This design comes from an exercise in tuning for small area, a short achievable clock period and few clock cycles on the open sky130 flow, not from production work. Function was checked by simulation only, so behaviour that the tests miss may differ from the original. Power and IR drop assume default switching activity.

File: design/flow/config.mk
export PLATFORM = sky130hd
export DESIGN_NAME = ARM
export DESIGN_NICKNAME = ARM
export VERILOG_FILES = /design/flow/design.v
export SDC_FILE = /design/flow/constraint.sdc
export NUM_CORES = 4
export LEC_CHECK = 0
export CAP_MARGIN = 20
export CORE_MARGIN = 2
export CORE_UTILIZATION = 40
export SETUP_SLACK_MARGIN = 0.5
export SLEW_MARGIN = 20
File: design/flow/constraint.sdc
create_clock -name core_clock -period 18.0 [get_ports {clk}]
set_input_delay 3.6000 -clock core_clock [delete_from_list [all_inputs] [get_ports {clk}]]
set_output_delay 3.6000 -clock core_clock [all_outputs]
set_load 0.01 [all_outputs]
File: design/flow/design.v
module ARM(
	input clk,
	input rst,
	output [31:0] imem_addr,
	input  [31:0] imem_rdata,
	output [31:0] dmem_addr,
	output [31:0] dmem_wdata,
	output dmem_we,
	output dmem_re,
	input  [63:0] dmem_rdata,
	input  dmem_ready,
	output reg wb_en,
	output reg [3:0] wb_dest,
	output reg [31:0] wb_value
);
	reg [31:0] pc;
	reg [31:0] ir;
	reg ir_v;
	reg [4:0] rot_n;
	reg sh_lsl, sh_lsr;
	wire stall;
	wire mispredict;
	wire [31:0] pc_inc = pc + 32'd4;
	wire pred_if = (imem_rdata[27:26] == 2'b10) & (imem_rdata[31:28] != 4'hF);
	wire [31:0] pred_target = pc_inc + {{6{imem_rdata[23]}}, imem_rdata[23:0], 2'b00};
	wire [31:0] recover = pc - {{6{ir[23]}}, ir[23:0], 2'b00};
	assign imem_addr = pc;
	wire [4:0] sh_n_if = imem_rdata[25] ? {imem_rdata[11:8], 1'b0} : imem_rdata[11:7];
	wire lsl_if = ~imem_rdata[25] & (imem_rdata[6:5] == 2'b00);
	wire lsr_if = ~imem_rdata[25] & (imem_rdata[6] ^ imem_rdata[5]);
	always @(posedge clk or posedge rst)
		if (rst) begin
			pc <= 32'd0;
			ir_v <= 1'b0;
		end else if (!stall) begin
			pc <= mispredict ? recover : (pred_if ? pred_target : pc_inc);
			ir_v <= ~mispredict;
		end
	always @(posedge clk)
		if (!stall) begin
			ir <= imem_rdata;
			rot_n <= lsl_if ? (5'd0 - sh_n_if) : sh_n_if;
			sh_lsl <= lsl_if;
			sh_lsr <= lsr_if;
		end
	wire [3:0] cond = ir[31:28];
	wire [1:0] mode = ir[27:26];
	wire       imm  = ir[25];
	wire [3:0] opc  = ir[24:21];
	wire       s    = ir[20];
	wire [3:0] rn   = ir[19:16];
	wire [3:0] rd   = ir[15:12];
	wire is_dp  = (mode == 2'b00);
	wire is_mem = (mode == 2'b01);
	wire is_br  = (mode == 2'b10);
	wire is_ldr = is_mem & s;
	wire is_str = is_mem & ~s;
	wire op_and = (opc == 4'b0000);
	wire op_eor = (opc == 4'b0001);
	wire op_sub = (opc == 4'b0010);
	wire op_add = (opc == 4'b0100);
	wire op_adc = (opc == 4'b0101);
	wire op_sbc = (opc == 4'b0110);
	wire op_tst = (opc == 4'b1000);
	wire op_cmp = (opc == 4'b1010);
	wire op_orr = (opc == 4'b1100);
	wire op_mov = (opc == 4'b1101);
	wire op_mvn = (opc == 4'b1111);
	wire op_valid = op_and | op_eor | op_sub | op_add | op_adc | op_sbc |
	                op_tst | op_cmp | op_orr | op_mov | op_mvn;
	reg [3:0] flags;
	wire fz = flags[3], fc = flags[2], fn = flags[1], fv = flags[0];
	reg cpass;
	always @(*) begin
		case (cond)
			4'h0: cpass = fz;
			4'h1: cpass = ~fz;
			4'h2: cpass = fc;
			4'h3: cpass = ~fc;
			4'h4: cpass = fn;
			4'h5: cpass = ~fn;
			4'h6: cpass = fv;
			4'h7: cpass = ~fv;
			4'h8: cpass = fc & ~fz;
			4'h9: cpass = ~fc | fz;
			4'hA: cpass = ~(fn ^ fv);
			4'hB: cpass = fn ^ fv;
			4'hC: cpass = ~fz & ~(fn ^ fv);
			4'hD: cpass = fz | ~fv;
			4'hE: cpass = 1'b1;
			default: cpass = 1'b0;
		endcase
	end
	wire ok = ir_v & cpass;
	reg [31:0] rf [0:15];
	reg [15:0] rw;
	wire        rf_we;
	wire [31:0] rf_wd;
	always @(posedge clk)
		if (rf_we) rf[rd] <= rf_wd;
	always @(posedge clk or posedge rst)
		if (rst) rw <= 16'd0;
		else if (rf_we) rw[rd] <= 1'b1;
	wire [3:0] fi_rn  = imem_rdata[19:16];
	wire [3:0] fi_ra2 = (imem_rdata[27:26] == 2'b01) ? imem_rdata[15:12] : imem_rdata[3:0];
	wire [15:0] oh_a = 16'd1 << fi_rn;
	wire [15:0] oh_m = 16'd1 << fi_ra2;
	reg [31:0] rd_a, rd_m;
	integer i;
	always @(*) begin
		rd_a = 32'd0;
		rd_m = 32'd0;
		for (i = 0; i < 16; i = i + 1) begin
			rd_a = rd_a | ({32{oh_a[i]}} & rf[i]);
			rd_m = rd_m | ({32{oh_m[i]}} & rf[i]);
		end
	end
	wire wr_a = |(oh_a & rw);
	wire wr_m = |(oh_m & rw);
	wire [31:0] fi_a = (rf_we & (rd == fi_rn))  ? rf_wd : wr_a ? rd_a : {28'd0, fi_rn};
	wire [31:0] fi_m = (rf_we & (rd == fi_ra2)) ? rf_wd : wr_m ? rd_m : {28'd0, fi_ra2};
	reg [31:0] a, rmv;
	always @(posedge clk)
		if (!stall) begin
			a <= fi_a;
			rmv <= fi_m;
		end
	wire [4:0] sh_n = ir[11:7];
	wire [31:0] rot_in = imm ? {24'd0, ir[7:0]} : rmv;
	wire [31:0] r0 = rot_n[0] ? {rot_in[0], rot_in[31:1]} : rot_in;
	wire [31:0] r1 = rot_n[1] ? {r0[1:0], r0[31:2]} : r0;
	wire [31:0] r2 = rot_n[2] ? {r1[3:0], r1[31:4]} : r1;
	wire [31:0] r3 = rot_n[3] ? {r2[7:0], r2[31:8]} : r2;
	wire [31:0] r4 = rot_n[4] ? {r3[15:0], r3[31:16]} : r3;
	wire [31:0] sh_mask = sh_lsl ? (32'hFFFFFFFF << sh_n) :
	                      sh_lsr ? (32'hFFFFFFFF >> sh_n) : 32'hFFFFFFFF;
	wire [31:0] b = is_mem ? {{20{ir[11]}}, ir[11:0]} :
	                (~imm & ir[4]) ? 32'd0 : (r4 & sh_mask);
	wire arith = is_mem | (is_dp & (op_add | op_adc | op_sub | op_sbc | op_cmp));
	wire inv   = is_dp & (op_sub | op_sbc | op_cmp);
	wire cin   = is_dp & ((op_adc | op_sbc) ? fn : (op_sub | op_cmp));
	wire [31:0] bx = inv ? ~b : b;
	wire [32:0] sum = {1'b0, a} + {1'b0, bx} + {32'd0, cin};
	wire a32 = is_dp & op_cmp & a[31];
	wire b32 = inv & ~(op_cmp & b[31]);
	wire cout_ar = a32 ^ b32 ^ sum[32];
	wire v_ar = ((a[31] ~^ bx[31]) ^ (is_dp & op_sbc)) & (sum[31] ^ a[31]);
	reg [31:0] logic_res;
	always @(*) begin
		case (opc[3:2])
			2'b00:   logic_res = op_eor ? (a ^ b) : (a & b);    
			2'b10:   logic_res = a & b;                         
			default: logic_res = opc[1] ? ~b : (opc[0] ? b : (a | b));  
		endcase
	end
	wire [31:0] res = arith ? sum[31:0] : logic_res;
	wire [31:0] zp = a ^ bx;
	wire [31:0] zt = {a[30:0] | bx[30:0], cin};
	wire z_sum = &(zp ~^ zt);
	wire z_logic = (logic_res == 32'd0);
	wire [3:0] new_flags = {arith ? z_sum : z_logic, arith & cout_ar, res[31], arith & v_ar};
	reg busy, m_we;
	reg [31:0] m_addr, m_wdata;
	wire [31:0] addr_c = a + {{20{ir[11]}}, ir[11:0]};
	wire do_ldr = ok & is_ldr;
	wire do_str = ok & is_str;
	localparam LB = 2;
	reg [LB-1:0] lb_v;
	reg [8:0]  lb_tag [0:LB-1];
	reg [31:0] lb_d   [0:LB-1];
	reg lb_ptr;
	reg [LB-1:0] lb_hit;
	reg [31:0] hit_word;
	integer j;
	always @(*) begin
		hit_word = 32'd0;
		for (j = 0; j < LB; j = j + 1) begin
			lb_hit[j] = lb_v[j] & (lb_tag[j] == addr_c[10:2]);
			hit_word = hit_word | ({32{lb_hit[j]}} & lb_d[j]);
		end
	end
	wire hit = |lb_hit;
	wire ld_bus = do_ldr & ~hit;
	reg ld_wait;
	wire bus_free = ~busy | dmem_ready;
	wire ld_done = ld_wait & dmem_ready;
	wire ld_fill = ld_done;
	wire issue = (do_str | (ld_bus & ~ld_wait)) & bus_free;
	assign stall = (do_str & ~bus_free) | (ld_bus & ~ld_done);
	always @(posedge clk or posedge rst)
		if (rst) begin
			busy <= 1'b0;
			ld_wait <= 1'b0;
		end else begin
			if (issue) busy <= 1'b1;
			else if (dmem_ready) busy <= 1'b0;
			if (ld_bus & ~ld_wait & bus_free) ld_wait <= 1'b1;
			else if (dmem_ready) ld_wait <= 1'b0;
		end
	always @(posedge clk)
		if (issue) begin
			m_we <= is_str;
			m_addr <= addr_c;
			m_wdata <= rmv;
		end
	always @(posedge clk or posedge rst)
		if (rst) begin
			lb_v <= {LB{1'b0}};
			lb_ptr <= 1'b0;
		end else if (do_str & bus_free) begin
			lb_v <= lb_v & ~lb_hit;
		end else if (ld_fill) begin
			lb_v[lb_ptr] <= 1'b1;
			lb_ptr <= ~lb_ptr;
		end
	always @(posedge clk)
		for (j = 0; j < LB; j = j + 1) begin
			if (ld_fill & (lb_ptr == j)) begin
				lb_tag[j] <= addr_c[10:2];
				lb_d[j] <= m_addr[2] ? dmem_rdata[63:32] : dmem_rdata[31:0];
			end
		end
	assign dmem_addr = m_addr;
	assign dmem_wdata = m_wdata;
	assign dmem_we = busy & m_we;
	assign dmem_re = busy & ~m_we;
	wire [31:0] ld_word = hit ? hit_word : (m_addr[2] ? dmem_rdata[63:32] : dmem_rdata[31:0]);
	wire dp_we = ok & is_dp & op_valid & ~op_cmp & ~op_tst;
	assign rf_we = dp_we | (do_ldr & (hit | ld_done));
	assign rf_wd = is_mem ? ld_word : res;
	wire flags_we = ~stall & ok & ((is_dp & op_valid & (s | op_cmp | op_tst)) | is_ldr);
	always @(posedge clk or posedge rst)
		if (rst) flags <= 4'd0;
		else if (flags_we) flags <= new_flags;
	assign mispredict = ir_v & is_br & (cond != 4'hF) & ~cpass;
	always @(posedge clk or posedge rst)
		if (rst) wb_en <= 1'b0;
		else wb_en <= rf_we;
	always @(posedge clk) begin
		wb_dest <= rd;
		wb_value <= rf_wd;
	end
endmodule
File: design/flow/flow/run.sh
#!/bin/bash
set -euo pipefail
bash standard.sh finish SETUP_SLACK_MARGIN=12 > standard_flow.log 2>&1
File: design/flow/standard.sh
#!/bin/bash
# synth_recipe.tcl (not shown) runs the flow's synth.tcl, then flattens the netlist and writes it again
# the make line also repeats each setting of config.mk as NAME=value (left out here)
make -C /OpenROAD-flow-scripts/flow DESIGN_CONFIG=/design/flow/config.mk WORK_HOME=/design/flow/orfs CLKGATE_MAP_FILE= SYNTH_SCRIPT=/design/flow/synth_recipe.tcl "${@:-finish}"
==> impl_metrics.yaml, run 1 <==
drt:
  antenna_left: 0
  dr.pass1.iters: 9
  routedWlPerCell_microns: 32.13
  avgViaCountPerCell: 6.570
  vias: 43170
  drtIter0Drc: 7006
  drcViolationCount: 0
  wl_microns: 211100
critical_path:
  end_kind: "register"
  cp_slowest_stage_delay_ns: 0.40
  crit_required_ns: 18.60
  path_delay_family: "compound AO/OA/AOI/OAI gates"
  crit_type: "primary input to register"
  cpMaxStageDelayCell: "buf_2"
  crit_cells: 13
  cp.buffers_inverters: 1
  cp.arrival_ns: 6.60
  startpoint: "imem_rdata[3]"
  r2r_start: "rmv[11]"
  reg2reg_depth: 20
  cp_cell_sequence: "buf_2 -> ha_1 -> o21ai_0 -> nor2_2 -> o221ai_2 -> o21ai_2 -> o31ai_4 -> o211a_1 -> a21oi_2 -> a41oi_2 -> mux2i_1 -> o41a_1 -> o22a_1"
  crit_fanout: 6
  crit_path_start_kind: "primary input"
timing:
  fmax_ghz: 0.1666
  drv_slew: 0
  min_period_ns: 6.004
  fin_skew_ns: 0.04244
  slew_headroom_pct: 18.02
  setup_viol: 0
  worst_slew_pin_slew_ns: 1.230
  tns_ns: 0
  hold_viol: 0
  rsz0062_at_grt: "true"
  period_share_pct: 33.35
hold_path:
  min-delay-start: "pc[31]"
  hold_depth: 1
  hp-class: "register to register"
global_route:
  first_global_vias: 40360
  antenna_found_initial: 15
  overflow: 0
  grt_pass1_wl_microns: 295600
  track_usage_pct: 32.15
  grt_max_degree: 161
cts:
  numCtsBuffers: 93
  clk_latency_ns: 0.74
  cts.sinks: 855
  clk_pin_slew_ns: 0.06
  cts_tree: "yes"
  cts_buffer_depth: 3
  htreeDepth: 3
  clock-root-buffer: "clkbuf_16"
placement:
  place_area_sq_um: 54200
  hpwlAfterDp_microns: 129100
  gp_congestion: 0.9819
  numPortBuffers: 231
status:
  status: "no timing/DRC/antenna violations"
logic_synthesis:
  yosysMostFrequentCell: "edfxtp_1"
  synth_area_leaders: "edfxtp_1 (46%), ha_1 (5.6%), a21oi_1 (3.7%)"
  seq_area_frac_synth_pct: 50.23
  synth.top_cells.by_count: "edfxtp_1 (762), nand2_1 (369), a21oi_1 (365)"
  synth_top_area_cell: "edfxtp_1"
  synth_edf_count: 762
  syn_area_per_cell_sq_um: 10.97
  ys_ff_latch: 855
  synth_cells: 4542
  synth.top_cell.area_share_pct: 45.92
  synth_cell_types: 103
  synth_warnings: 3
  synth_flop_cell: "edfxtp_1"
  async_reset_ff_share_pct: 6.667
  synth_area_sq_um: 49830
cells_and_area:
  drive_gt1_share_pct: 15.50
  final_nets: 5179
  finalCoreUtilization_pct: 48.59
  area_delta_synth_final_pct: 20.57
  num-fill-cells: 11140
  fin_area_sq_um: 60080
  multi_input_comb_area_sq_um: 23980
  seqCellArea_sq_um: 25030
floorplanning:
  dieArea_sq_um: 127400
  die-width_microns: 356.9
  start_util_pct: 40.30
  fp.dieH_microns: 356.9
  placeableCoreArea_sq_um: 123600
  io_pins: 234
  rows: 129
power:
  peakVddDrop_uv: 94.55
  total_power_mw: 8.015
  cellLeakagePower_nw: 21.94
  p_per_area_nw_per_um2: 133.4
flow_run:
  max-cap-violations: 0
==> per-stage QoR <==
step,setup slack (ns),hold WS (ns),std cells
global route,11.88,0.5002,6567
finish,12.00,0.4699,6570
detailed placement,9.323,0.4651,6236
floorplan,11.80,0.3462,4543
global placement,9.364,0.4658,6236
CTS,11.94,0.4758,6532
==> sequential cells by signal, indices dropped and copies added (netlist names), 2 cells and up <==
name	cells
ir	32
lb_d	64
wb_dest	4
wb_value	32
lb_v	2
pc	30
rf	512
a	32
rw	16
rot_n	5
rmv	32
m_addr	32
flags	4
lb_tag	18
m_wdata	32
==> worst register-to-register path: cells and delay by family (launching register included) <==
kind / cells / cell delay (ns)
compound gates: 12 / 2.67
xor+xnor: 1 / 0.38
fa+ha+maj: 1 / 0.44
buf+inv: 3 / 0.50
flops: 1 / 0.60
mux: 3 / 1.14
==> power by group <==
| group | total, mW | internal, mW | switching, mW | leakage (nW) |
|---|---|---|---|---|
| registers | 2.80 | 2.53 | 0.270 | 8.13 |
| clock network | 1.96 | 1.13 | 0.839 | 1.52 |
| logic | 3.25 | 1.30 | 1.95 | 12.3 |
| total | 8.01 | 4.95 | 3.06 | 21.9 |
==> cells by family after synthesis <==
family,share of synthesized area [%]
and+or+nand+nor,9.999
AOI/OAI and AO/OA,20.97
muxes,4.834
adders and majority gates,5.826
xor gates and xnor gates,4.209
DFF,50.23
other,0.007526
buffers and inverters,3.925
==> cell usage in the layout, fill, tap and decap left out, types with 20 or more instances in the layout <==
cell type and count:
a211oi_1 43, a21o_1 66, a21oi_1 356, a221oi_1 137
a22o_1 130, a22oi_1 208, a31o_2 23, a31oi_1 31
and2_1 25, and3_1 44, buf_12 33, buf_4 186
buf_6 22, clkbuf_16 93, clkdlybuf4s50_1 207, clkinv_2 20
dfrtp_1 57, dfxtp_1 36, edfxtp_1 762, ha_1 204
inv_1 186, mux2_2 57, mux2i_1 80, mux4_2 39
nand2_1 360, nand2b_1 22, nand3_1 108, nand4_1 63
nor2_1 225, nor2_4 21, nor2b_1 23, nor3_1 39
o211ai_1 30, o21a_1 26, o21ai_0 177, o22ai_1 29
xnor2_1 121, xor2_1 87
==> metal layers <==
| layer | up-vias | share of wire [%] | track usage [%] |
|---|---|---|---|
| met1 | 20920 | 37 | 40.98 |
| li1 | 18200 | - | - |
| met3 | 820 | 13 | 10.03 |
| met4 | 14 | 7.2 | 19.13 |
| met5 | - | 0.045 | 0 |
| met2 | 3214 | 43 | 47.95 |
==> cell type report <==
cell class | instances | area share (%)
Sequential cell | 855 | 41.66
Multi-Input combinational cell | 3207 | 39.92
Timing Repair Buffer | 487 | 8.408
Clock buffer | 112 | 4.093
Tap cell | 1637 | 3.409
Inverter | 205 | 1.364
Clock inverter | 61 | 1.102
Timing Repair inverter | 2 | 0.02083
Antenna cell | 4 | 0.01666
==> worst paths after layout <==
check	endpoint	slack, ns
worst max-delay path	pc[28]	12.00
worst min-delay path	pc[31]	0.47
worst max register to register	rmv[31]	12.03
worst min register to register	pc[31]	0.47
max in group asynchronous	flags[2]	13.85
min in group asynchronous	wb_en	3.42
==> what timing repair did <==
item | CTS | global route
pin swaps | 26 | 29
buffers inserted | 103 | 34
setup endpoints to repair | 1021 | 396
gates cloned | 20 | 0
hold buffers | 0 | 0
resized for setup | 207 | 99
Testbench counts, summed over its fixed seeds: cycles 112,813.
==> run 2: changes to the inputs <==
==> design/flow/flow/run.sh (replaced) <==
#!/bin/bash
set -euo pipefail
bash standard.sh finish SETUP_SLACK_MARGIN=12 CORE_UTILIZATION=55 PLACE_DENSITY=0.7 > standard_flow.log 2>&1
==> run 2 against run 1 <==
Still clean on timing, DRC and antenna. Synthesized area unchanged. Worst hold slack gained 0.0085 ns. Fmax grew 0.29%. Sequential share of layout area increased by 0.81 points. Clock power hardly changed. Power down 0.91%. Combinational power is 3% lower. Clock skew rose by 0.0055 ns. Non-clock buffer count shrank 32. Global-route usage is 8.9 points higher. Clock-buffer cell count grew 6. Sequential cell count unchanged.
==> impl_metrics.yaml, run 2 <==
drt:
  antenna_left: 0
  vias: 43450
  dr.pass1.iters: 7
  drcViolationCount: 0
  wl_microns: 197600
  routedWlPerCell_microns: 32.53
  avgViaCountPerCell: 7.154
  drtIter0Drc: 7735
power:
  p_per_area_nw_per_um2: 134.8
  power_frac_seq_pct: 35.5
  p_sw_mw: 3.019
  p_int_mw: 4.923
  total_power_mw: 7.942
  p_comb_share_pct: 39.6
  p_sw_share_pct: 38.01
  power.clock.fraction_pct: 24.9
  cellLeakagePower_nw: 21.71
  peakVddDrop_uv: 148.8
cells_and_area:
  largestRegisters: "rf x512, lb_d x64"
  area_delta_synth_final_pct: 18.26
  seqCellArea_sq_um: 25030
  stdcell_count: 6074
  multi_input_comb_area_sq_um: 23920
  largest_register_ff_count: 512
  final_nets: 5142
  num-fill-cells: 6857
  layout_commonest_cell: "edfxtp_1"
  regMostFlops: "rf"
  drive_gt1_share_pct: 14.62
  final_cell_mix: "edfxtp_1 (762), nand2_1 (361), a21oi_1 (356), nor2_1 (226), ha_1 (210)"
critical_path:
  crit_type: "register to register"
  cp_cell_sequence: "mux4_2 -> nand2_1 -> mux4_2 -> a211o_1 -> a21boi_4 -> xor2_2 -> inv_1 -> ha_1 -> a211oi_2 -> o21a_1 -> o21ai_1 -> a31oi_2 -> o21ai_4 -> a21oi_4 -> o21ai_1 -> a311o_1 -> a21oi_2 -> a31oi_2 -> buf_6 -> mux2_1"
  crit_required_ns: 18.44
  cp_slowest_stage_delay_ns: 0.81
  crit_path_start_kind: "register"
  cpMaxStageDelayCell: "edfxtp_1"
  crit_fanout: 19
  end_kind: "register"
  cp.arrival_ns: 6.43
timing:
  period_share_pct: 33.26
  min_period_ns: 5.986
  tns_ns: 0
  drv_slew: 0
  finalWorstSetupSlack_ns: 12.01
  fmax_ghz: 0.1670
  fin_skew_ns: 0.04798
  slew_headroom_pct: 25.85
  rsz0062_at_grt: "true"
  hold_ws_ns: 0.4784
  setup_viol: 0
  hold_viol: 0
  worst_slew_pin_slew_ns: 1.112
logic_synthesis:
  synth_edf_count: 762
  synth.top_cells.by_count: "edfxtp_1 (762), nand2_1 (369), a21oi_1 (365)"
  syn_area_per_cell_sq_um: 10.97
  synth.top_cell.area_share_pct: 45.92
  async_reset_ff_share_pct: 6.667
  synth_flop_cell: "edfxtp_1"
  synth_top_area_cell: "edfxtp_1"
  synth_area_sq_um: 49830
  synth_warnings: 3
  synth_cell_types: 103
  yosysMostFrequentCell: "edfxtp_1"
  synth_cells: 4542
  seq_area_frac_synth_pct: 50.23
  synth_area_leaders: "edfxtp_1 (46%), ha_1 (5.6%), a21oi_1 (3.7%)"
  ys_ff_latch: 855
floorplanning:
  start_util_pct: 55.44
  io_pins: 234
  placeableCoreArea_sq_um: 89870
  fp.dieH_microns: 305.0
  die-width_microns: 305.0
  rows: 110
  dieArea_sq_um: 93020
cts:
  numCtsBuffers: 89
  cts_buffer_depth: 3
  clk_pin_slew_ns: 0.07
  clock-root-buffer: "clkbuf_16"
  htreeDepth: 3
  clk_latency_ns: 0.72
  cts_tree: "yes"
  cts.sinks: 855
  hold_buffers: 0
status:
  status: "no timing/DRC/antenna violations"
global_route:
  overflow: 0
  track_usage_pct: 41.01
  grt_max_degree: 82
  first_global_vias: 40520
  grt_pass1_wl_microns: 279200
  antenna_found_initial: 10
placement:
  dp_slack_ns: 9.841
  numPortBuffers: 231
  place_inst: 5772
  gp_congestion: 1.012
  hpwlAfterDp_microns: 121700
flow_run:
  max-cap-violations: 0
hold_path:
  hp-class: "register to register"
==> run 2: cell counts after synthesis <==
Identical to the previous run, type by type.
==> run 2: final timing paths <==
check / start / to / slack [ns] / depth (start not counted)
setup reg to reg: rmv[26] / rmv[29] / 12.01 / 20
hold reg to reg: pc[31] / pc[31] / 0.48 / 1
hold / removal: pc[31] / pc[31] / 0.48 / 1
max in group asynchronous: rst / lb_v[0] / 13.88 / 3
min in group asynchronous: rst / wb_en / 3.45 / 3
setup / recovery: rmv[26] / rmv[29] / 12.01 / 20
==> run 2: area by class of cell <==
cell class	count	share of cell area, %
antenna	8	0.03397
clock buffer	118	4.121
clock inverter	49	1.204
inverter	205	1.374
multi-input combinational	3207	40.60
sequential	855	42.47
tap	1176	2.497
timing repair buffer	455	7.689
timing repair inverter	1	0.008493
==> run 2: logic make-up after synthesis <==
| logic type | after synthesis | synth area share, % |
|---|---|---|
| simple gates | 1062 | 9.999 |
| flops | 855 | 50.23 |
| mux | 184 | 4.834 |
| compound gates | 1503 | 20.97 |
| xor+xnor | 222 | 4.209 |
| other cells | 1 | 0.007526 |
| buf+inv | 486 | 3.925 |
| fa+ha+maj | 229 | 5.826 |
==> run 2: repair_timing <==
item,in CTS,in global routing
endpoints found under the setup margin,979,919
pin swaps,20,24
setup buffers,52,63
cloned,8,4
gates resized for setup,164,125
==> run 2: metal layers <==
layer / track usage (%) / vias to the layer above / share of wire, % / wire length (microns)
li1: - / 18110 / - / -
met1: 52.91 / 20790 / 36 / 70730
met2: 60.43 / 3635 / 43 / 84720
met3: 12.95 / 911 / 14 / 28090
met4: 24.91 / 6 / 7.1 / 13990
met5: 0 / - / 0.021 / 41
==> run 2: worst max-delay path: cells and delay by family (launching register included) <==
family                   cells  cell delay (ns)
AO/OA/AOI/OAI               12             2.69
AND/OR/NAND/NOR              1             0.15
XOR/XNOR                     1             0.20
multiplexers                 3             1.20
adder cells (fa/ha/maj)      1             0.34
flip-flops                   1             0.81
buffers and inverters        2             0.30
==> run 2: stage by stage <==
stage / util [%] / cell area (sq um)
6_report: 65.57 / 58930
5_1_grt: 65.54 / 58910
4_1_cts: 64.42 / 57900
3_5_place_dp: 59.62 / 53590
3_3_place_gp: 59.62 / 53590
2_1_floorplan: - / 49920
==> run 2: power groups by stage <==
| stage | sequential (mW) | combinational (mW) | clock, mW |
|---|---|---|---|
| CTS | 2.82 | 2.92 | 1.98 |
| finish | 2.82 | 3.14 | 1.98 |
| global route | 2.82 | 3.35 | 2.06 |
| detailed placement | 2.87 | 2.77 | 0 |
| global placement | 2.87 | 2.74 | 0 |
| floorplan | 2.73 | 1.84 | 0 |
==> run 3: changes to the inputs <==
==> design/flow/flow/run.sh (replaced) <==
#!/bin/bash
set -euo pipefail
bash standard.sh finish SETUP_SLACK_MARGIN=12 CORE_UTILIZATION=55 PLACE_DENSITY=0.7 \
  "BUFFER_PORTS_ARGS=-buffer_cell sky130_fd_sc_hd__buf_1" CTS_CLUSTER_SIZE=30 \
  > standard_flow.log 2>&1
==> run 3 against run 2 <==
Core utilization is 1.7 points lower. Synthesized area unchanged. Worst hold slack improved by 0.0026 ns. Power is 1.9% lower. Die area is the same. Clock skew rose by 0.0054 ns. Sequential share of layout area up 1.2 points. Sequential cell count stayed put.
==> impl_metrics.yaml, run 3 <==
status:
  status: "no timing/DRC/antenna violations"
timing:
  tns_ns: 0
  drv_slew: 0
  finalWorstSetupSlack_ns: 11.88
  rsz0062_at_grt: "true"
  fin_skew_ns: 0.05341
  hold_viol: 0
  fmax_ghz: 0.1634
  worst_slew_pin_slew_ns: 1.142
  period_share_pct: 34.01
  min_period_ns: 6.121
  slew_headroom_pct: 23.85
  hold_ws_ns: 0.4810
  setup_viol: 0
cells_and_area:
  final_cell_mix: "edfxtp_1 (762), nand2_1 (363), a21oi_1 (355), nor2_1 (225), buf_1 (218)"
  largest_register_ff_count: 512
  area_delta_synth_final_pct: 15.14
  regMostFlops: "rf"
  drive_gt1_share_pct: 14.40
  fin_area_sq_um: 57370
  layout_commonest_cell: "edfxtp_1"
  final_nets: 5133
  largestRegisters: "rf x512, lb_d x64"
  finalCoreUtilization_pct: 63.84
critical_path:
  reg2reg_depth: 19
  crit_path_start_kind: "primary input"
  crit_fanout: 33
  cp_cell_sequence: "buf_2 -> nand2_1 -> nor3_2 -> buf_6 -> a22o_1 -> a221oi_1 -> nand3_1 -> nor2_4 -> buf_6 -> a31oi_1 -> nor2_1 -> a21oi_1"
  cp.buffers_inverters: 3
  crit_top_cell: "buf_6"
  r2r_start: "rmv[8]"
  cp_slowest_stage_delay_ns: 0.62
  path_delay_family: "compound AO/OA/AOI/OAI gates"
  cp.arrival_ns: 6.62
  crit_required_ns: 18.50
  cpMaxStageDelayCell: "a31oi_1"
  r2r_end: "rmv[29]"
  crit_type: "primary input to register"
  end_kind: "register"
  rrSetupSlack_ns: 12.02
  startpoint: "imem_rdata[19]"
global_route:
  grt_max_degree: 65
  track_usage_pct: 40.52
  overflow: 0
  grt_pass1_wl_microns: 277000
  first_global_vias: 40520
  antenna_found_initial: 8
logic_synthesis:
  seq_area_frac_synth_pct: 50.23
  synth.top_cell.area_share_pct: 45.92
  syn_area_per_cell_sq_um: 10.97
  synth_area_leaders: "edfxtp_1 (46%), ha_1 (5.6%), a21oi_1 (3.7%)"
  synth_edf_count: 762
  synth_cells: 4542
  synth_flop_cell: "edfxtp_1"
  ys_ff_latch: 855
  synth_top_area_cell: "edfxtp_1"
  synth_area_sq_um: 49830
  synth_warnings: 3
  synth.top_cells.by_count: "edfxtp_1 (762), nand2_1 (369), a21oi_1 (365)"
  synth_cell_types: 103
  yosysMostFrequentCell: "edfxtp_1"
  async_reset_ff_share_pct: 6.667
power:
  peakVddDrop_uv: 99.49
  cellLeakagePower_nw: 20.97
  p_per_area_nw_per_um2: 135.8
drt:
  avgViaCountPerCell: 7.176
  drcViolationCount: 0
  drtIter0Drc: 7800
  routedWlPerCell_microns: 32.84
  antenna_left: 0
  dr.pass1.iters: 10
  vias: 43540
  wl_microns: 199300
placement:
  gp_congestion: 1.014
  place_area_sq_um: 52150
  hpwlAfterDp_microns: 122400
  numPortBuffers: 231
  dp_slack_ns: 10.07
cts:
  cts.sinks: 855
  clk_latency_ns: 0.72
  hold_buffers: 0
  cts_buffer_depth: 3
  cts_tree: "yes"
  clk_pin_slew_ns: 0.06
  numCtsBuffers: 91
  clock-root-buffer: "clkbuf_16"
  htreeDepth: 3
floorplanning:
  placeableCoreArea_sq_um: 89870
  io_pins: 234
  start_util_pct: 55.44
  die-width_microns: 305.0
  dieArea_sq_um: 93020
  rows: 110
  fp.dieH_microns: 305.0
hold_path:
  min-delay-start: "pc[31]"
  whs_endpoint: "pc[31]"
  hold_depth: 1
  hp-class: "register to register"
flow_run:
  max-cap-violations: 0
run 3: changes by cell type in the layout (fill, tap and decap cells not counted), sizes merged, moves of 2 or more:
| cell | change |
|---|---|
| clkbuf | +5 |
| bufinv | -4 |
| clkdlybuf4s15 | -2 |
| clkdlybuf4s50 | -209 |
| clkinvlp | +4 |
| buf | +207 |
| dlymetal6s2s | -9 |
| clkinv | +15 |
| dlygate4sd2 | -6 |
| bufbuf | -3 |
run 3: report_power, final:
part	switching, mW	internal [mW]
logic	1.89	1.13
registers	0.292	2.53
clock network	0.849	1.10
total	3.03	4.76
run 3: cells by family after synthesis:
logic type      share of synthesized area (%)
compound gates                          20.97
simple gates                            9.999
flops                                   50.23
buf+inv                                 3.925
fa+ha+maj                               5.826
xor+xnor                                4.209
mux                                     4.834
other cells                          0.007526
run 3: repair_timing:
item / 4_1_cts / 5_1_grt
gates cloned: 3 / 13
resized for setup: 119 / 106
setup buffers: 35 / 66
setup endpoints to repair: 949 / 365
pin swaps: 12 / 29
run 3: cell type report:
| class | instances | area [sq um] |
|---|---|---|
| Antenna cell | 9 | 22.52 |
| Clock buffer | 109 | 2435 |
| Clock inverter | 62 | 696.9 |
| Fill cell | 7082 | 32500 |
| Inverter | 205 | 810.8 |
| Multi-Input combinational cell | 3204 | 23810 |
| Sequential cell | 855 | 25030 |
| Tap cell | 1176 | 1471 |
| Timing Repair Buffer | 446 | 3080 |
| Timing Repair inverter | 2 | 12.51 |
run 3: worst max path at each step:
stage                      to  slack (ns)  depth (start not counted)
CTS                 rf[2][30]       12.00                         21
finish                   a[4]       11.88                         12
global route          rmv[29]       11.89                         22
detailed placement     rmv[1]       10.07                         13
floorplan              pc[28]       11.80                         13
global placement       rmv[3]       10.16                         13
run 3: metrics by stage:
step,power (mW),std cells
2_1_floorplan,4.574,4543
3_3_place_gp,5.504,5771
3_5_place_dp,5.529,5771
4_1_cts,7.557,5980
5_1_grt,8.068,6059
6_report,7.790,6068
run 3: metal layers:
metal	track usage (%)	routed length, microns	vias to the layer above
met3	11.90	29020	1050
met2	59.59	83710	3733
met1	52.40	69980	20660
met4	25.82	16390	10
met5	0.8786	165	-
li1	-	-	18090
==> run 4: changes to the inputs <==
==> design/flow/flow/run.sh (replaced) <==
#!/bin/bash
set -euo pipefail
bash standard.sh finish SETUP_SLACK_MARGIN=12 CORE_UTILIZATION=55 PLACE_DENSITY=0.7 \
  "BUFFER_PORTS_ARGS=-buffer_cell sky130_fd_sc_hd__buf_1" SLEW_MARGIN=10 CAP_MARGIN=10 \
  > standard_flow.log 2>&1
==> run 4 against run 3 <==
Synthesized cell count is the same. Die area is the same. Power is the same. Sequential power is essentially flat. Worst hold slack is the same. Critical path type unchanged. Via count is the same. Register-to-register slack is essentially flat. Largest cell class unchanged. Final cell count is the same. Fmax is the same. Worst setup slack is the same. Synthesized area is the same. Highest routed layer unchanged.
==> impl_metrics.yaml, run 4 <==
status:
  status: "no timing/DRC/antenna violations"
cts:
  clk_pin_slew_ns: 0.06
  htreeDepth: 3
  cts.sinks: 855
  cts_buffer_depth: 3
  clk_latency_ns: 0.72
  hold_buffers: 0
  cts_tree: "yes"
  numCtsBuffers: 91
  clock-root-buffer: "clkbuf_16"
logic_synthesis:
  seq_area_frac_synth_pct: 50.23
  ys_ff_latch: 855
  synth.top_cells.by_count: "edfxtp_1 (762), nand2_1 (369), a21oi_1 (365)"
  syn_area_per_cell_sq_um: 10.97
  synth_warnings: 3
  synth_area_leaders: "edfxtp_1 (46%), ha_1 (5.6%), a21oi_1 (3.7%)"
  synth_edf_count: 762
  synth_flop_cell: "edfxtp_1"
  synth_cells: 4542
  async_reset_ff_share_pct: 6.667
  synth_area_sq_um: 49830
  synth.top_cell.area_share_pct: 45.92
  yosysMostFrequentCell: "edfxtp_1"
  synth_cell_types: 103
  synth_top_area_cell: "edfxtp_1"
critical_path:
  cp.arrival_ns: 6.62
  crit_fanout: 33
  crit_path_start_kind: "primary input"
  crit_required_ns: 18.50
  rrSetupSlack_ns: 12.02
  end_kind: "register"
  crit_type: "primary input to register"
cells_and_area:
  stdcell_count: 6068
  area_delta_synth_final_pct: 15.14
  final_nets: 5133
  finalCoreUtilization_pct: 63.84
  regMostFlops: "rf"
  num-fill-cells: 7082
  drive_gt1_share_pct: 14.40
  layout_commonest_cell: "edfxtp_1"
  final_cell_mix: "edfxtp_1 (762), nand2_1 (363), a21oi_1 (355), nor2_1 (225), buf_1 (218)"
  largest_register_ff_count: 512
  largestRegisters: "rf x512, lb_d x64"
timing:
  fin_skew_ns: 0.05341
  slew_headroom_pct: 23.85
  fmax_ghz: 0.1634
  min_period_ns: 6.121
  drv_slew: 0
  setup_viol: 0
  hold_viol: 0
  period_share_pct: 34.01
  worst_slew_pin_slew_ns: 1.142
  rsz0062_at_grt: "true"
  tns_ns: 0
global_route:
  overflow: 0
  antenna_found_initial: 8
  grt_max_degree: 65
  first_global_vias: 40520
  track_usage_pct: 40.52
  grt_pass1_wl_microns: 277000
drt:
  routedWlPerCell_microns: 32.84
  drcViolationCount: 0
  vias: 43540
  avgViaCountPerCell: 7.176
  wl_microns: 199300
  dr.pass1.iters: 10
  antenna_left: 0
  drtIter0Drc: 7800
floorplanning:
  die-width_microns: 305.0
  start_util_pct: 55.44
  io_pins: 234
  dieArea_sq_um: 93020
  placeableCoreArea_sq_um: 89870
  fp.dieH_microns: 305.0
  rows: 110
power:
  peakVddDrop_uv: 99.49
  p_comb_share_pct: 38.8
  total_power_mw: 7.790
  p_sw_share_pct: 38.94
  p_per_area_nw_per_um2: 135.8
  power.clock.fraction_pct: 25.0
  p_sw_mw: 3.034
  power_frac_seq_pct: 36.2
  p_int_mw: 4.757
  cellLeakagePower_nw: 20.97
flow_run:
  max-cap-violations: 0
placement:
  place_inst: 5771
  numPortBuffers: 231
  gp_congestion: 1.014
  hpwlAfterDp_microns: 122400
hold_path:
  hp-class: "register to register"
run 4: power groups by stage:
stage / sequential (mW) / combinational, mW / clock, mW
final: 2.82 / 3.02 / 1.95
after global routing: 2.82 / 3.22 / 2.03
after CTS: 2.81 / 2.79 / 1.96
after detailed placement: 2.87 / 2.66 / 0
after global placement: 2.87 / 2.64 / 0
after floorplan: 2.73 / 1.84 / 0
run 4: routing by layer:
metal | wire [microns] | vias to the layer above | GRT usage (%)
met4 | 16390 | 10 | 25.82
met1 | 69980 | 20660 | 52.40
met3 | 29020 | 1050 | 11.90
met2 | 83710 | 3733 | 59.59
li1 | - | 18090 | -
met5 | 165 | - | 0.8786
run 4: logic make-up after synthesis:
family / after synthesis / share of synthesized area [%]
fa+ha+maj: 229 / 5.826
buf+inv: 486 / 3.925
flops: 855 / 50.23
compound gates: 1503 / 20.97
simple gates: 1062 / 9.999
mux: 184 / 4.834
xor+xnor: 222 / 4.209
other cells: 1 / 0.007526
run 4: timing repair:
action,CTS,global route
gates cloned,3,13
setup buffers,35,66
pin swaps,12,29
resized for setup,119,106
endpoints found under the setup margin,949,365
run 4: critical path, cell delays in order:
cell and delay [ns]:
buf_2 0.29, nand2_1 0.29, nor3_2 0.25, buf_6 0.48, a22o_1 0.21, a221oi_1 0.05, nand3_1 0.16, nor2_4 0.05
buf_6 0.23, a31oi_1 0.62, nor2_1 0.12, a21oi_1 0.21
run 4: final timing paths:
check / cells past startpoint / from / end
setup reg to reg: 19 / rmv[8] / rmv[29]
setup / recovery: 12 / imem_rdata[19] / a[4]
hold / removal: 1 / pc[31] / pc[31]
min in group asynchronous: 3 / rst / rw[4]
max in group asynchronous: 3 / rst / lb_ptr
hold reg to reg: 1 / pc[31] / pc[31]
run 4: metrics by stage:
step / setup slack (ns) / cell area (sq um) / hold WS, ns
after CTS: 12.00 / 56120 / 0.4871
after detailed placement: 10.07 / 52150 / 0.4743
after global routing: 11.89 / 57350 / 0.5077
final: 11.88 / 57370 / 0.4810
after floorplan: 11.80 / 49920 / 0.3462
after global placement: 10.16 / 52150 / 0.4673
run 4: final cells by class:
cell class                      instances  area, sq um  area share (%)
Sequential cell                       855        25030           43.63
Clock buffer                          109         2435           4.244
Inverter                              205        810.8           1.413
Timing Repair inverter                  2        12.51         0.02181
Tap cell                             1176         1471           2.565
Timing Repair Buffer                  446         3080           5.369
Clock inverter                         62        696.9           1.215
Antenna cell                            9        22.52         0.03926
Multi-Input combinational cell       3204        23810           41.51
==> run 5: changes to the inputs <==
==> design/flow/flow/run.sh (replaced) <==
#!/bin/bash
set -euo pipefail
bash standard.sh finish SETUP_SLACK_MARGIN=12 CORE_UTILIZATION=65 PLACE_DENSITY=0.78 \
  "BUFFER_PORTS_ARGS=-buffer_cell sky130_fd_sc_hd__buf_1" \
  > standard_flow.log 2>&1
==> run 5 against run 4 <==
Largest cell class unchanged. Critical path type unchanged. Worst hold slack got worse by 0.013 ns. First-iteration DRC count up 11%. Clock power is essentially flat. Clock skew down 0.017 ns. Sequential share of layout area rose by 0.43 points. Clock-buffer cell count grew 2. Sequential cell count unchanged. Global-route usage increased by 6.3 points. Critical path depth is 1 lower. Still clean.
==> impl_metrics.yaml, run 5 <==
drt:
  wl_microns: 189500
  dr.pass1.iters: 9
  avgViaCountPerCell: 7.451
  drcViolationCount: 0
  antenna_left: 0
  routedWlPerCell_microns: 32.13
  drtIter0Drc: 8642
  vias: 43940
cells_and_area:
  regMostFlops: "rf"
  largest_register_ff_count: 512
  drive_gt1_share_pct: 13.76
  finalCoreUtilization_pct: 74.81
  area_delta_synth_final_pct: 14.02
  num-fill-cells: 5109
  largestRegisters: "rf x512, lb_d x64"
  final_nets: 5109
  layout_commonest_cell: "edfxtp_1"
  stdcell_count: 5898
  final_cell_mix: "edfxtp_1 (762), nand2_1 (363), a21oi_1 (358), nor2_1 (225), buf_1 (217)"
  fin_area_sq_um: 56820
logic_synthesis:
  syn_area_per_cell_sq_um: 10.97
  synthAdderAreaFrac_pct: 5.826
  synth_flop_cell: "edfxtp_1"
  yosysMostFrequentCell: "edfxtp_1"
  synth_warnings: 3
  synth.top_cell.area_share_pct: 45.92
  synth_compound_area_share_pct: 20.97
  synth_area_leaders: "edfxtp_1 (46%), ha_1 (5.6%), a21oi_1 (3.7%)"
  synth_area_sq_um: 49830
  synth_top_family_by_area: "compound AO/OA/AOI/OAI gates"
  synth_simple_gate_area_share_pct: 9.999
  synth.top_cells.by_count: "edfxtp_1 (762), nand2_1 (369), a21oi_1 (365)"
  synth_cells: 4542
  synth_cell_types: 103
  synth_xor_area_share_pct: 4.209
  synth_edf_count: 762
  synth_top_area_cell: "edfxtp_1"
  seq_area_frac_synth_pct: 50.23
  ys_ff_latch: 855
  synthMuxAreaShare_pct: 4.834
  async_reset_ff_share_pct: 6.667
status:
  status: "no timing/DRC/antenna violations"
power:
  peakVddDrop_uv: 125.6
  total_power_mw: 7.745
  p_per_area_nw_per_um2: 136.3
  cellLeakagePower_nw: 20.76
critical_path:
  r2r_start: "rot_n[0]"
  crit_required_ns: 18.51
  crit_type: "primary input to register"
  crit_fanout: 33
  cp.arrival_ns: 6.60
  r2r_end: "a[31]"
  cp_slowest_stage_delay_ns: 0.63
  cpMaxStageDelayCell: "a31oi_1"
  rrSetupSlack_ns: 12.02
  cp_cell_sequence: "clkbuf_2 -> nand2b_1 -> nor2_4 -> buf_4 -> a22oi_1 -> nand3_1 -> nor2_2 -> buf_6 -> a31oi_1 -> nor2_1 -> a21oi_1"
  end_kind: "register"
  reg2reg_depth: 23
  crit_path_start_kind: "primary input"
floorplanning:
  start_util_pct: 65.61
  placeableCoreArea_sq_um: 75950
  io_pins: 234
  rows: 101
  dieArea_sq_um: 78890
  die-width_microns: 280.9
  fp.dieH_microns: 280.9
cts:
  clk_latency_ns: 0.69
  clk_pin_slew_ns: 0.06
  cts_buffer_depth: 3
  numCtsBuffers: 87
  cts_tree: "yes"
  cts.sinks: 855
  clock-root-buffer: "clkbuf_16"
  htreeDepth: 3
  hold_buffers: 0
timing:
  min_period_ns: 6.096
  worst_slew_pin_slew_ns: 1.371
  setup_viol: 0
  hold_viol: 0
  tns_ns: 0
  fmax_ghz: 0.1640
  slew_headroom_pct: 8.568
  fin_skew_ns: 0.03684
  rsz0062_at_grt: "true"
  finalWorstSetupSlack_ns: 11.90
  hold_ws_ns: 0.4683
  drv_slew: 0
  period_share_pct: 33.87
hold_path:
  min-delay-start: "pc[31]"
  hold_depth: 1
  hp-class: "register to register"
  whs_endpoint: "pc[31]"
placement:
  hpwlAfterDp_microns: 117100
  dp_slack_ns: 10.15
  place_inst: 5620
  gp_congestion: 1.035
  numPortBuffers: 231
  place_area_sq_um: 51920
global_route:
  overflow: 0
  track_usage_pct: 46.83
  grt_pass1_wl_microns: 269400
  antenna_found_initial: 11
  first_global_vias: 41180
  grt_max_degree: 161
flow_run:
  max-cap-violations: 0
## run 5: cell counts after synthesis
No cell type changed its count.
## run 5: kinds of logic (layout without fill, tap and decap cells)
| family | Yosys count | in the layout |
|---|---|---|
| simple gates | 1062 | 1063 |
| flops | 855 | 855 |
| fa+ha+maj | 229 | 229 |
| xor+xnor | 222 | 222 |
| compound gates | 1503 | 1503 |
| mux | 184 | 185 |
| other cells | 1 | 16 |
| buf+inv | 486 | 795 |
## run 5: power breakdown
group / total, mW / leakage, nW / switching (mW) / internal [mW]
logic: 2.96 / 11.1 / 1.85 / 1.11
clock network: 1.97 / 1.50 / 0.824 / 1.14
registers: 2.82 / 8.13 / 0.295 / 2.53
## run 5: final cells by class
type	count	area [sq um]	area share [%]
sequential	855	25030	44.05
inverter	205	813.3	1.431
tap	1030	1289	2.268
clock inverter	51	809.5	1.425
clock buffer	111	2317	4.078
multi-input combinational	3204	23750	41.80
timing repair buffer	426	2761	4.860
antenna	14	35.03	0.06166
timing repair inverter	2	12.51	0.02202
## run 5: routing by layer
layer,up-vias,track usage (%),part of all wire [%]
li1,18060,-,-
met1,20600,58.15,33
met2,4052,68.93,42
met3,1223,16.44,15
met4,14,31.81,8.9
met5,-,0.7505,0.10
## run 5: worst max path at each step
stage                         startpoint  endpoint  slack, ns  cells past startpoint
after floorplan            imem_rdata[0]    pc[28]      11.80                     13
after global placement    imem_rdata[27]   rmv[25]      10.24                     11
after detailed placement  imem_rdata[27]   rmv[25]      10.15                     11
after CTS                       rot_n[2]   rmv[29]      11.96                     22
after global routing      imem_rdata[27]    rmv[0]      11.90                     12
final                     imem_rdata[17]     a[12]      11.90                     11
## run 5: timing repair
action	4_1_cts	5_1_grt
setup endpoints to repair	918	857
setup buffers	48	45
gates cloned	4	5
resized for setup	115	96
pin swaps	16	27
## run 5: worst max-delay path, delay by kind of cell
kind	cells	cell delay, ns
buf+inv	3	1.08
compound gates	3	0.99
simple gates	5	0.89
==> run 6: changes to the inputs <==
==> design/flow/flow/run.sh (replaced) <==
#!/bin/bash
set -euo pipefail
bash standard.sh finish SETUP_SLACK_MARGIN=12 CORE_UTILIZATION=70 PLACE_DENSITY=0.82 \
  "BUFFER_PORTS_ARGS=-buffer_cell sky130_fd_sc_hd__buf_1" \
  > standard_flow.log 2>&1
==> run 6 against run 5 <==
Sequential share of layout area up 0.15 points. Still clean. Synthesized area did not move. Wire length increased by 2.3%.
==> impl_metrics.yaml, run 6 <==
cts:
  numCtsBuffers: 85
  htreeDepth: 3
  clock-root-buffer: "clkbuf_16"
  cts.sinks: 855
  cts_buffer_depth: 3
  clk_latency_ns: 0.68
  cts_tree: "yes"
  clk_pin_slew_ns: 0.06
cells_and_area:
  seqCellArea_sq_um: 25030
  largestRegisters: "rf x512, lb_d x64"
  final_nets: 5113
  largest_register_ff_count: 512
  num-fill-cells: 4092
  regMostFlops: "rf"
  fin_area_sq_um: 56620
  finalCoreUtilization_pct: 80.57
  final_cell_mix: "edfxtp_1 (762), nand2_1 (360), a21oi_1 (352), nor2_1 (224), buf_1 (217)"
  layout_commonest_cell: "edfxtp_1"
  multi_input_comb_area_sq_um: 23940
  drive_gt1_share_pct: 14.15
  area_delta_synth_final_pct: 13.63
critical_path:
  cp_cell_sequence: "ha_1 -> inv_1 -> fa_1 -> nand2b_1 -> a21o_1 -> a32oi_2 -> a21oi_1 -> xnor3_1 -> nor2b_1 -> a22oi_2 -> buf_4 -> a211oi_4 -> o21a_4 -> and3_4 -> buf_4"
  crit_fanout: 31
  crit_required_ns: 18.31
  crit_top_cell: "buf_4"
  crit_type: "register to register"
  crit_path_start_kind: "register"
  end_kind: "register"
  cp.arrival_ns: 6.60
  path_delay_family: "compound AO/OA/AOI/OAI gates"
  cp_slowest_stage_delay_ns: 0.83
  cp.buffers_inverters: 3
  cpMaxStageDelayCell: "a211oi_4"
floorplanning:
  placeableCoreArea_sq_um: 70270
  fp.dieH_microns: 270.8
  start_util_pct: 70.91
  die-width_microns: 270.8
  dieArea_sq_um: 73330
  rows: 97
  io_pins: 234
logic_synthesis:
  synth_simple_gate_area_share_pct: 9.999
  synth.top_cell.area_share_pct: 45.92
  synth_area_leaders: "edfxtp_1 (46%), ha_1 (5.6%), a21oi_1 (3.7%)"
  synthMuxAreaShare_pct: 4.834
  synth_warnings: 3
  synth_top_area_cell: "edfxtp_1"
  synth_flop_cell: "edfxtp_1"
  synth_area_sq_um: 49830
  yosysMostFrequentCell: "edfxtp_1"
  synth_xor_area_share_pct: 4.209
  synth_cell_types: 103
  synth_cells: 4542
  ys_ff_latch: 855
  seq_area_frac_synth_pct: 50.23
  async_reset_ff_share_pct: 6.667
  synth_top_family_by_area: "compound AO/OA/AOI/OAI gates"
  synth.top_cells.by_count: "edfxtp_1 (762), nand2_1 (369), a21oi_1 (365)"
  syn_area_per_cell_sq_um: 10.97
  synth_compound_area_share_pct: 20.97
  synthAdderAreaFrac_pct: 5.826
  synth_edf_count: 762
placement:
  numPortBuffers: 231
  gp_congestion: 1.049
  place_area_sq_um: 51810
  hpwlAfterDp_microns: 118500
drt:
  routedWlPerCell_microns: 33.42
  avgViaCountPerCell: 7.831
  drtIter0Drc: 9653
  dr.pass1.iters: 11
  wl_microns: 193900
  vias: 45430
  antenna_left: 0
  drcViolationCount: 0
timing:
  rsz0062_at_grt: "true"
  setup_viol: 0
  tns_ns: 0
  period_share_pct: 34.94
  drv_slew: 0
  worst_slew_pin_slew_ns: 1.239
  fmax_ghz: 0.1590
  min_period_ns: 6.289
  hold_ws_ns: 0.4927
  slew_headroom_pct: 17.37
  fin_skew_ns: 0.04673
  hold_viol: 0
global_route:
  antenna_found_initial: 14
  overflow: 0
  grt_max_degree: 91
  grt_pass1_wl_microns: 273900
  track_usage_pct: 50.66
  first_global_vias: 42030
power:
  total_power_mw: 7.690
  peakVddDrop_uv: 150.1
  cellLeakagePower_nw: 20.74
  p_per_area_nw_per_um2: 135.8
flow_run:
  max-cap-violations: 0
status:
  status: "no timing/DRC/antenna violations"
hold_path:
  hp-class: "register to register"
run 6: changes by cell type in the layout (fill, tap and decap cells not counted), sizes merged:
cell,previous run,this run
bufinv,15,6
diode,14,6
clkbuf,120,125
buf,415,419
clkinv,33,29
inv,195,199
clkinvlp,15,16
or2,16,17
run 6: worst paths after layout:
kind / start / to / slack [ns] / depth (start not counted)
min in group asynchronous: rst / pc[19] / 3.18 / 3
setup / recovery: ir[0] / rf[5][28] / 11.71 / 15
setup reg to reg: ir[0] / rf[5][28] / 11.71 / 15
hold reg to reg: pc[31] / pc[31] / 0.49 / 1
hold / removal: pc[31] / pc[31] / 0.49 / 1
max in group asynchronous: rst / lb_ptr / 14.10 / 3
run 6: metrics by stage:
step,instances,worst slack [ns]
after detailed placement,5531,10.32
final,5802,11.71
after CTS,5742,11.97
after floorplan,4543,11.80
after global routing,5798,11.80
after global placement,5531,10.39
run 6: cells by family (layout without fill, tap and decap cells):
kind of cell    after synthesis  in the layout
compound gates             1503           1503
buf+inv                     486            796
mux                         184            185
flops                       855            855
other cells                   1              8
xor+xnor                    222            222
simple gates               1062           1064
fa+ha+maj                   229            229
run 6: repair_timing:
action                                  in CTS  in global routing
pin swaps                                   11                 34
resized for setup                          107                136
endpoints found under the setup margin     943                887
gates cloned                                 3                  8
hold buffers                                 0                  0
setup buffers                               50                 46
run 6: worst register-to-register path, delay by kind of cell (launching register included):
family / cells / cell delay [ns]
compound gates: 6 / 2.37
simple gates: 3 / 0.92
xor+xnor: 1 / 0.30
flops: 1 / 0.73
fa+ha+maj: 2 / 0.75
buf+inv: 3 / 0.84
run 6: per-layer routing:
metal | share of wire (%) | routed length, microns | vias to the layer above | track usage, %
li1 | - | - | 18030 | -
met1 | 31 | 60910 | 21050 | 62.24
met2 | 41 | 79780 | 4798 | 72.51
met3 | 17 | 33380 | 1538 | 19.77
met4 | 10 | 19630 | 22 | 37.45
met5 | 0.12 | 230 | - | 0.3947
run 6: power by group:
| group | internal (mW) | switching, mW | leakage [nW] | total, mW |
|---|---|---|---|---|
| Combinational | 1.14 | 1.91 | 11.2 | 3.05 |
| Sequential | 2.53 | 0.293 | 8.13 | 2.82 |
| Clock | 1.02 | 0.801 | 1.37 | 1.82 |
run 6: area by class of cell:
cell class                      count  share of cell area, %
Sequential cell                   855                  44.20
Antenna cell                        6                0.02652
Multi-Input combinational cell   3205                  42.27
Clock inverter                     43                 0.8552
Clock buffer                      115                  4.168
Timing Repair Buffer              431                  4.952
Inverter                          205                  1.421
Timing Repair inverter              2                0.02210
Tap cell                          940                  2.077
==> run 7: changes to the inputs <==
==> design/flow/flow/run.sh (replaced) <==
#!/bin/bash
set -euo pipefail
bash standard.sh finish SETUP_SLACK_MARGIN=11.75 CORE_UTILIZATION=65 PLACE_DENSITY=0.78 \
  "BUFFER_PORTS_ARGS=-buffer_cell sky130_fd_sc_hd__buf_1" \
  > standard_flow.log 2>&1
==> run 7 against run 6 <==
Worst setup slack improved by 0.066 ns. Critical endpoint is now rmv[3]. Still clean on timing, DRC and antenna. Die area rose by 7.6%. Critical path type is now primary input to register. Global-route usage fell by 4.4 points. Sequential power barely moved. Wire length fell by 4.1%. Clock skew rose by 0.028 ns. Worst hold slack got worse by 0.011 ns. Register-to-register slack improved by 0.07 ns.
==> impl_metrics.yaml, run 7 <==
global_route:
  track_usage_pct: 46.23
  first_global_vias: 40140
  grt_pass1_wl_microns: 265900
  overflow: 0
  antenna_found_initial: 8
  grt_max_degree: 65
logic_synthesis:
  synth_cell_types: 103
  synth_compound_area_share_pct: 20.97
  synth_area_sq_um: 49830
  synth.top_cells.by_count: "edfxtp_1 (762), nand2_1 (369), a21oi_1 (365)"
  async_reset_ff_share_pct: 6.667
  synth_simple_gate_area_share_pct: 9.999
  synth_cells: 4542
  synthMuxAreaShare_pct: 4.834
  ys_ff_latch: 855
  yosysMostFrequentCell: "edfxtp_1"
  synth_top_area_cell: "edfxtp_1"
  synth_flop_cell: "edfxtp_1"
  synth.top_cell.area_share_pct: 45.92
  synth_area_leaders: "edfxtp_1 (46%), ha_1 (5.6%), a21oi_1 (3.7%)"
  synth_warnings: 3
  seq_area_frac_synth_pct: 50.23
  synth_top_family_by_area: "compound AO/OA/AOI/OAI gates"
  synth_edf_count: 762
  synthAdderAreaFrac_pct: 5.826
  syn_area_per_cell_sq_um: 10.97
  synth_xor_area_share_pct: 4.209
critical_path:
  crit_type: "primary input to register"
  path_delay_family: "compound AO/OA/AOI/OAI gates"
  cp_slowest_stage_delay_ns: 0.64
  crit_fanout: 26
  crit_required_ns: 18.42
  cpMaxStageDelayCell: "a2111oi_0"
  end_kind: "register"
  cp.arrival_ns: 6.65
  cp_cell_sequence: "buf_1 -> nand2b_4 -> mux2i_4 -> nand2b_2 -> nor2_2 -> clkbuf_8 -> a22oi_1 -> nand2_1 -> a2111oi_0 -> o2111ai_1 -> o21ai_0 -> mux2i_1"
  cp.buffers_inverters: 2
  crit_path_start_kind: "primary input"
hold_path:
  hp-class: "register to register"
drt:
  drtIter0Drc: 8075
  antenna_left: 0
  wl_microns: 186000
  avgViaCountPerCell: 7.395
  routedWlPerCell_microns: 31.93
  dr.pass1.iters: 10
  vias: 43080
  drcViolationCount: 0
cts:
  clk_pin_slew_ns: 0.07
  hold_buffers: 0
  numCtsBuffers: 86
  htreeDepth: 3
  cts.sinks: 855
  cts_buffer_depth: 3
  clk_latency_ns: 0.71
  cts_tree: "yes"
  clock-root-buffer: "clkbuf_16"
cells_and_area:
  layout_commonest_cell: "edfxtp_1"
  multi_input_comb_area_sq_um: 23550
  final_nets: 5047
  area_delta_synth_final_pct: 11.96
  regMostFlops: "rf"
  drive_gt1_share_pct: 11.89
  largestRegisters: "rf x512, lb_d x64"
  largest_register_ff_count: 512
  final_cell_mix: "edfxtp_1 (762), nand2_1 (364), a21oi_1 (357), nor2_1 (225), buf_1 (224)"
  seqCellArea_sq_um: 25030
  num-fill-cells: 5266
power:
  cellLeakagePower_nw: 20.33
  p_per_area_nw_per_um2: 136.0
  p_comb_share_pct: 37.5
  power_frac_seq_pct: 37.3
  p_sw_share_pct: 38.42
  p_int_mw: 4.673
  power.clock.fraction_pct: 25.2
  peakVddDrop_uv: 104.4
  p_sw_mw: 2.916
timing:
  rsz0062_at_grt: "true"
  period_share_pct: 34.57
  worst_slew_pin_slew_ns: 1.064
  slew_headroom_pct: 29.04
  fin_skew_ns: 0.07470
  fmax_ghz: 0.1607
  setup_viol: 0
  hold_ws_ns: 0.4814
  drv_slew: 0
  min_period_ns: 6.223
  hold_viol: 0
  tns_ns: 0
floorplanning:
  dieArea_sq_um: 78890
  rows: 101
  start_util_pct: 65.61
  placeableCoreArea_sq_um: 75950
  io_pins: 234
  die-width_microns: 280.9
  fp.dieH_microns: 280.9
placement:
  numPortBuffers: 231
  gp_congestion: 1.045
  hpwlAfterDp_microns: 118000
status:
  status: "no timing/DRC/antenna violations"
flow_run:
  max-cap-violations: 0
## run 7: cell type report
class | count | share of cell area (%)
diodes | 3 | 0.01346
clock buffers | 118 | 4.342
well taps | 1030 | 2.310
inverters | 205 | 1.435
repair buffers | 366 | 3.663
repair inverters | 1 | 0.008971
flip-flops and latches | 855 | 44.87
multi-input cells | 3204 | 42.22
clock inverters | 43 | 1.146
## run 7: power groups by stage
stage,Combinational (mW),Clock (mW),Sequential [mW]
detailed placement,2.63,0,2.85
global placement,2.59,0,2.85
CTS,2.70,1.91,2.81
floorplan,1.84,0,2.73
global route,3.04,1.99,2.83
finish,2.85,1.91,2.83
## run 7: repair_timing
action | 4_1_cts | 5_1_grt
endpoints found under the setup margin | 405 | 361
gates resized for setup | 62 | 72
buffers inserted | 18 | 20
pin swaps | 5 | 9
hold endpoints to repair | 0 | 0
cloned | 2 | 1
## run 7: final timing paths
kind / cells past startpoint / startpoint / slack (ns) / to
min in group asynchronous: 2 / rst / 2.89 / rw[6]
max in group asynchronous: 3 / rst / 14.01 / lb_ptr
hold reg to reg: 1 / pc[31] / 0.48 / pc[31]
setup / recovery: 12 / imem_rdata[27] / 11.78 / rmv[3]
hold / removal: 1 / pc[31] / 0.48 / pc[31]
setup reg to reg: 20 / rmv[13] / 11.78 / rmv[29]
## run 7: metal layers
metal  up-vias  global-route usage [%]  wire length (microns)  share of wire [%]
met5         -                       0                     60              0.032
met4         8                   30.78                  16500                8.9
li1      17910                       -                      -                  -
met1     20140                   57.63                  62240                 33
met2      3870                   67.92                  78400                 42
met3      1150                   16.54                  28820                 15
## run 7: logic make-up (layout without fill, tap and decap cells)
logic type,after synthesis,after routing
other,1,5
AO/OA/AOI/OAI,1503,1503
XOR/XNOR,222,222
adder cells (fa/ha/maj),229,229
buffers and inverters,486,733
flip-flops,855,855
multiplexers,184,185
AND/OR/NAND/NOR,1062,1063
## run 7: per-stage QoR
| stage | utilization, % | area [sq um] | power [mW] | setup slack [ns] | instances |
|---|---|---|---|---|---|
| 2_1_floorplan | - | 49880 | 4.572 | 11.78 | 4543 |
| 3_3_place_gp | 68.31 | 51880 | 5.443 | 10.28 | 5620 |
| 3_5_place_dp | 68.31 | 51880 | 5.484 | 10.19 | 5620 |
| 4_1_cts | 72.85 | 55330 | 7.418 | 11.74 | 5801 |
| 5_1_grt | 73.45 | 55780 | 7.850 | 11.63 | 5823 |
| 6_report | 73.45 | 55790 | 7.589 | 11.78 | 5825 |
==> run 8: changes to the inputs <==
==> design/flow/flow/run.sh (replaced) <==
#!/bin/bash
set -euo pipefail
bash standard.sh finish SETUP_SLACK_MARGIN=12 CORE_UTILIZATION=60 PLACE_DENSITY=0.74 \
  "BUFFER_PORTS_ARGS=-buffer_cell sky130_fd_sc_hd__buf_1" \
  > standard_flow.log 2>&1
==> run 8 against run 7 <==
Still clean. Clock power about the same. Worst hold slack got worse by 0.0052 ns. Wire length rose by 4.7%. Largest cell class unchanged. Highest routed layer unchanged.
==> impl_metrics.yaml, run 8 <==
global_route:
  track_usage_pct: 44.47
  first_global_vias: 40800
  overflow: 0
  grt_max_degree: 66
  grt_pass1_wl_microns: 277200
  antenna_found_initial: 7
drt:
  avgViaCountPerCell: 7.329
  wl_microns: 194800
  vias: 43470
  routedWlPerCell_microns: 32.85
  drcViolationCount: 0
  antenna_left: 0
  dr.pass1.iters: 10
  drtIter0Drc: 7719
cells_and_area:
  area_delta_synth_final_pct: 13.59
  num-fill-cells: 6138
  regMostFlops: "rf"
  drive_gt1_share_pct: 13.47
  largestRegisters: "rf x512, lb_d x64"
  multi_input_comb_area_sq_um: 23770
  layout_commonest_cell: "edfxtp_1"
  seqCellArea_sq_um: 25030
  final_cell_mix: "edfxtp_1 (762), nand2_1 (360), a21oi_1 (356), nor2_1 (225), ha_1 (220)"
  final_nets: 5108
  largest_register_ff_count: 512
  finalCoreUtilization_pct: 68.93
  stdcell_count: 5931
timing:
  drv_slew: 0
  hold_ws_ns: 0.4762
  min_period_ns: 6.065
  fin_skew_ns: 0.05261
  worst_slew_pin_slew_ns: 1.111
  slew_headroom_pct: 25.95
  tns_ns: 0
  hold_viol: 0
  fmax_ghz: 0.1649
  setup_viol: 0
  period_share_pct: 33.70
  rsz0062_at_grt: "true"
  finalWorstSetupSlack_ns: 11.93
cts:
  clock-root-buffer: "clkbuf_16"
  hold_buffers: 0
  clk_latency_ns: 0.71
  cts_tree: "yes"
  clk_pin_slew_ns: 0.06
  cts.sinks: 855
  htreeDepth: 3
  cts_buffer_depth: 3
  numCtsBuffers: 87
power:
  peakVddDrop_uv: 118.0
  p_per_area_nw_per_um2: 135.8
  cellLeakagePower_nw: 20.69
logic_synthesis:
  yosysMostFrequentCell: "edfxtp_1"
  synthMuxAreaShare_pct: 4.834
  ys_ff_latch: 855
  synth.top_cell.area_share_pct: 45.92
  seq_area_frac_synth_pct: 50.23
  synth_xor_area_share_pct: 4.209
  synth_area_sq_um: 49830
  async_reset_ff_share_pct: 6.667
  synth_warnings: 3
  synth.top_cells.by_count: "edfxtp_1 (762), nand2_1 (369), a21oi_1 (365)"
  synth_area_leaders: "edfxtp_1 (46%), ha_1 (5.6%), a21oi_1 (3.7%)"
  synth_simple_gate_area_share_pct: 9.999
  synth_cells: 4542
  synth_top_area_cell: "edfxtp_1"
  synth_compound_area_share_pct: 20.97
  synth_top_family_by_area: "compound AO/OA/AOI/OAI gates"
  synth_cell_types: 103
  synthAdderAreaFrac_pct: 5.826
  syn_area_per_cell_sq_um: 10.97
  synth_flop_cell: "edfxtp_1"
  synth_edf_count: 762
critical_path:
  crit_required_ns: 18.54
  crit_fanout: 32
  cp.arrival_ns: 6.61
  r2r_start: "rmv[4]"
  reg2reg_depth: 22
  crit_type: "primary input to register"
  rrSetupSlack_ns: 11.97
  crit_path_start_kind: "primary input"
  r2r_end: "rf[11][22]"
  end_kind: "register"
hold_path:
  min-delay-start: "pc[31]"
  hp-class: "register to register"
  hold_depth: 1
  whs_endpoint: "pc[31]"
placement:
  numPortBuffers: 231
  place_inst: 5662
  gp_congestion: 1.022
  hpwlAfterDp_microns: 122400
  dp_slack_ns: 10.16
flow_run:
  max-cap-violations: 0
floorplanning:
  die-width_microns: 292.2
  rows: 105
  placeableCoreArea_sq_um: 82110
  io_pins: 234
  start_util_pct: 60.68
  fp.dieH_microns: 292.2
  dieArea_sq_um: 85370
status:
  status: "no timing/DRC/antenna violations"
==> run 8: layout make-up <==
class | count | area share, %
flip-flops and latches | 855 | 44.22
multi-input cells | 3206 | 42.00
repair buffers | 424 | 4.671
clock buffers | 114 | 4.132
well taps | 1070 | 2.365
inverters | 205 | 1.410
clock inverters | 50 | 1.167
diodes | 6 | 0.02653
repair inverters | 1 | 0.008842
==> run 8: per-layer routing <==
metal	GRT usage, %	vias up	wire, microns
met1	56.57	20530	67550
met5	0.3403	-	28
li1	-	18030	-
met4	29.29	4	16960
met2	64.92	3816	81800
met3	14.85	1100	28470
==> run 8: kinds of logic (layout without fill, tap and decap cells) <==
group / after synthesis / count (layout)
xor gates and xnor gates: 222 / 222
and+or+nand+nor: 1062 / 1065
buffers and inverters: 486 / 794
DFF: 855 / 855
other: 1 / 8
muxes: 184 / 185
adders and majority gates: 229 / 229
AOI/OAI and AO/OA: 1503 / 1503
==> run 8: power by group <==
group,internal (mW),switching [mW]
Sequential,2.53,0.291
Combinational,1.10,1.87
Clock,1.09,0.818
Total,4.71,2.97
==> run 8: worst max-delay path by stage <==
| stage | from | endpoint | slack [ns] | depth (start not counted) |
|---|---|---|---|---|
| 6_report | imem_rdata[19] | a[5] | 11.93 | 12 |
| 5_1_grt | rot_n[2] | rmv[31] | 11.80 | 24 |
| 4_1_cts | rot_n[0] | rmv[29] | 11.99 | 21 |
| 3_5_place_dp | imem_rdata[27] | rmv[3] | 10.16 | 13 |
| 3_3_place_gp | imem_rdata[27] | rmv[3] | 10.20 | 13 |
| 2_1_floorplan | imem_rdata[0] | pc[28] | 11.80 | 13 |
==> run 8: repair_timing <==
| item | CTS | global route |
|---|---|---|
| setup endpoints to repair | 948 | 821 |
| buffers inserted | 55 | 35 |
| resized for setup | 108 | 84 |
| gates cloned | 5 | 4 |
| pin swaps | 13 | 22 |
==> run 8: critical path: stages <==
cell	delay [ns]
buf_2	0.27
nand2_1	0.30
nor3_2	0.28
buf_4	0.48
a22o_1	0.22
a221oi_1	0.05
nand3_1	0.15
nor2_2	0.06
clkbuf_8	0.31
a31oi_1	0.57
nor2_1	0.13
a21oi_1	0.16
==> run 8: metrics by stage <==
| stage | power, mW | instance area [sq um] |
|---|---|---|
| floorplan | 4.574 | 49920 |
| global placement | 5.477 | 51970 |
| detailed placement | 5.513 | 51970 |
| CTS | 7.492 | 55890 |
| global route | 7.958 | 56590 |
| finish | 7.684 | 56600 |

Setup slack of run 8, layout unchanged: 11.935 ns with ideal ports, 11.966 ns with driving cells assumed (clock clkbuf_16, inputs buf_2), 11.223 ns with port delays also shifted by the 0.756 ns mid clock arrival.
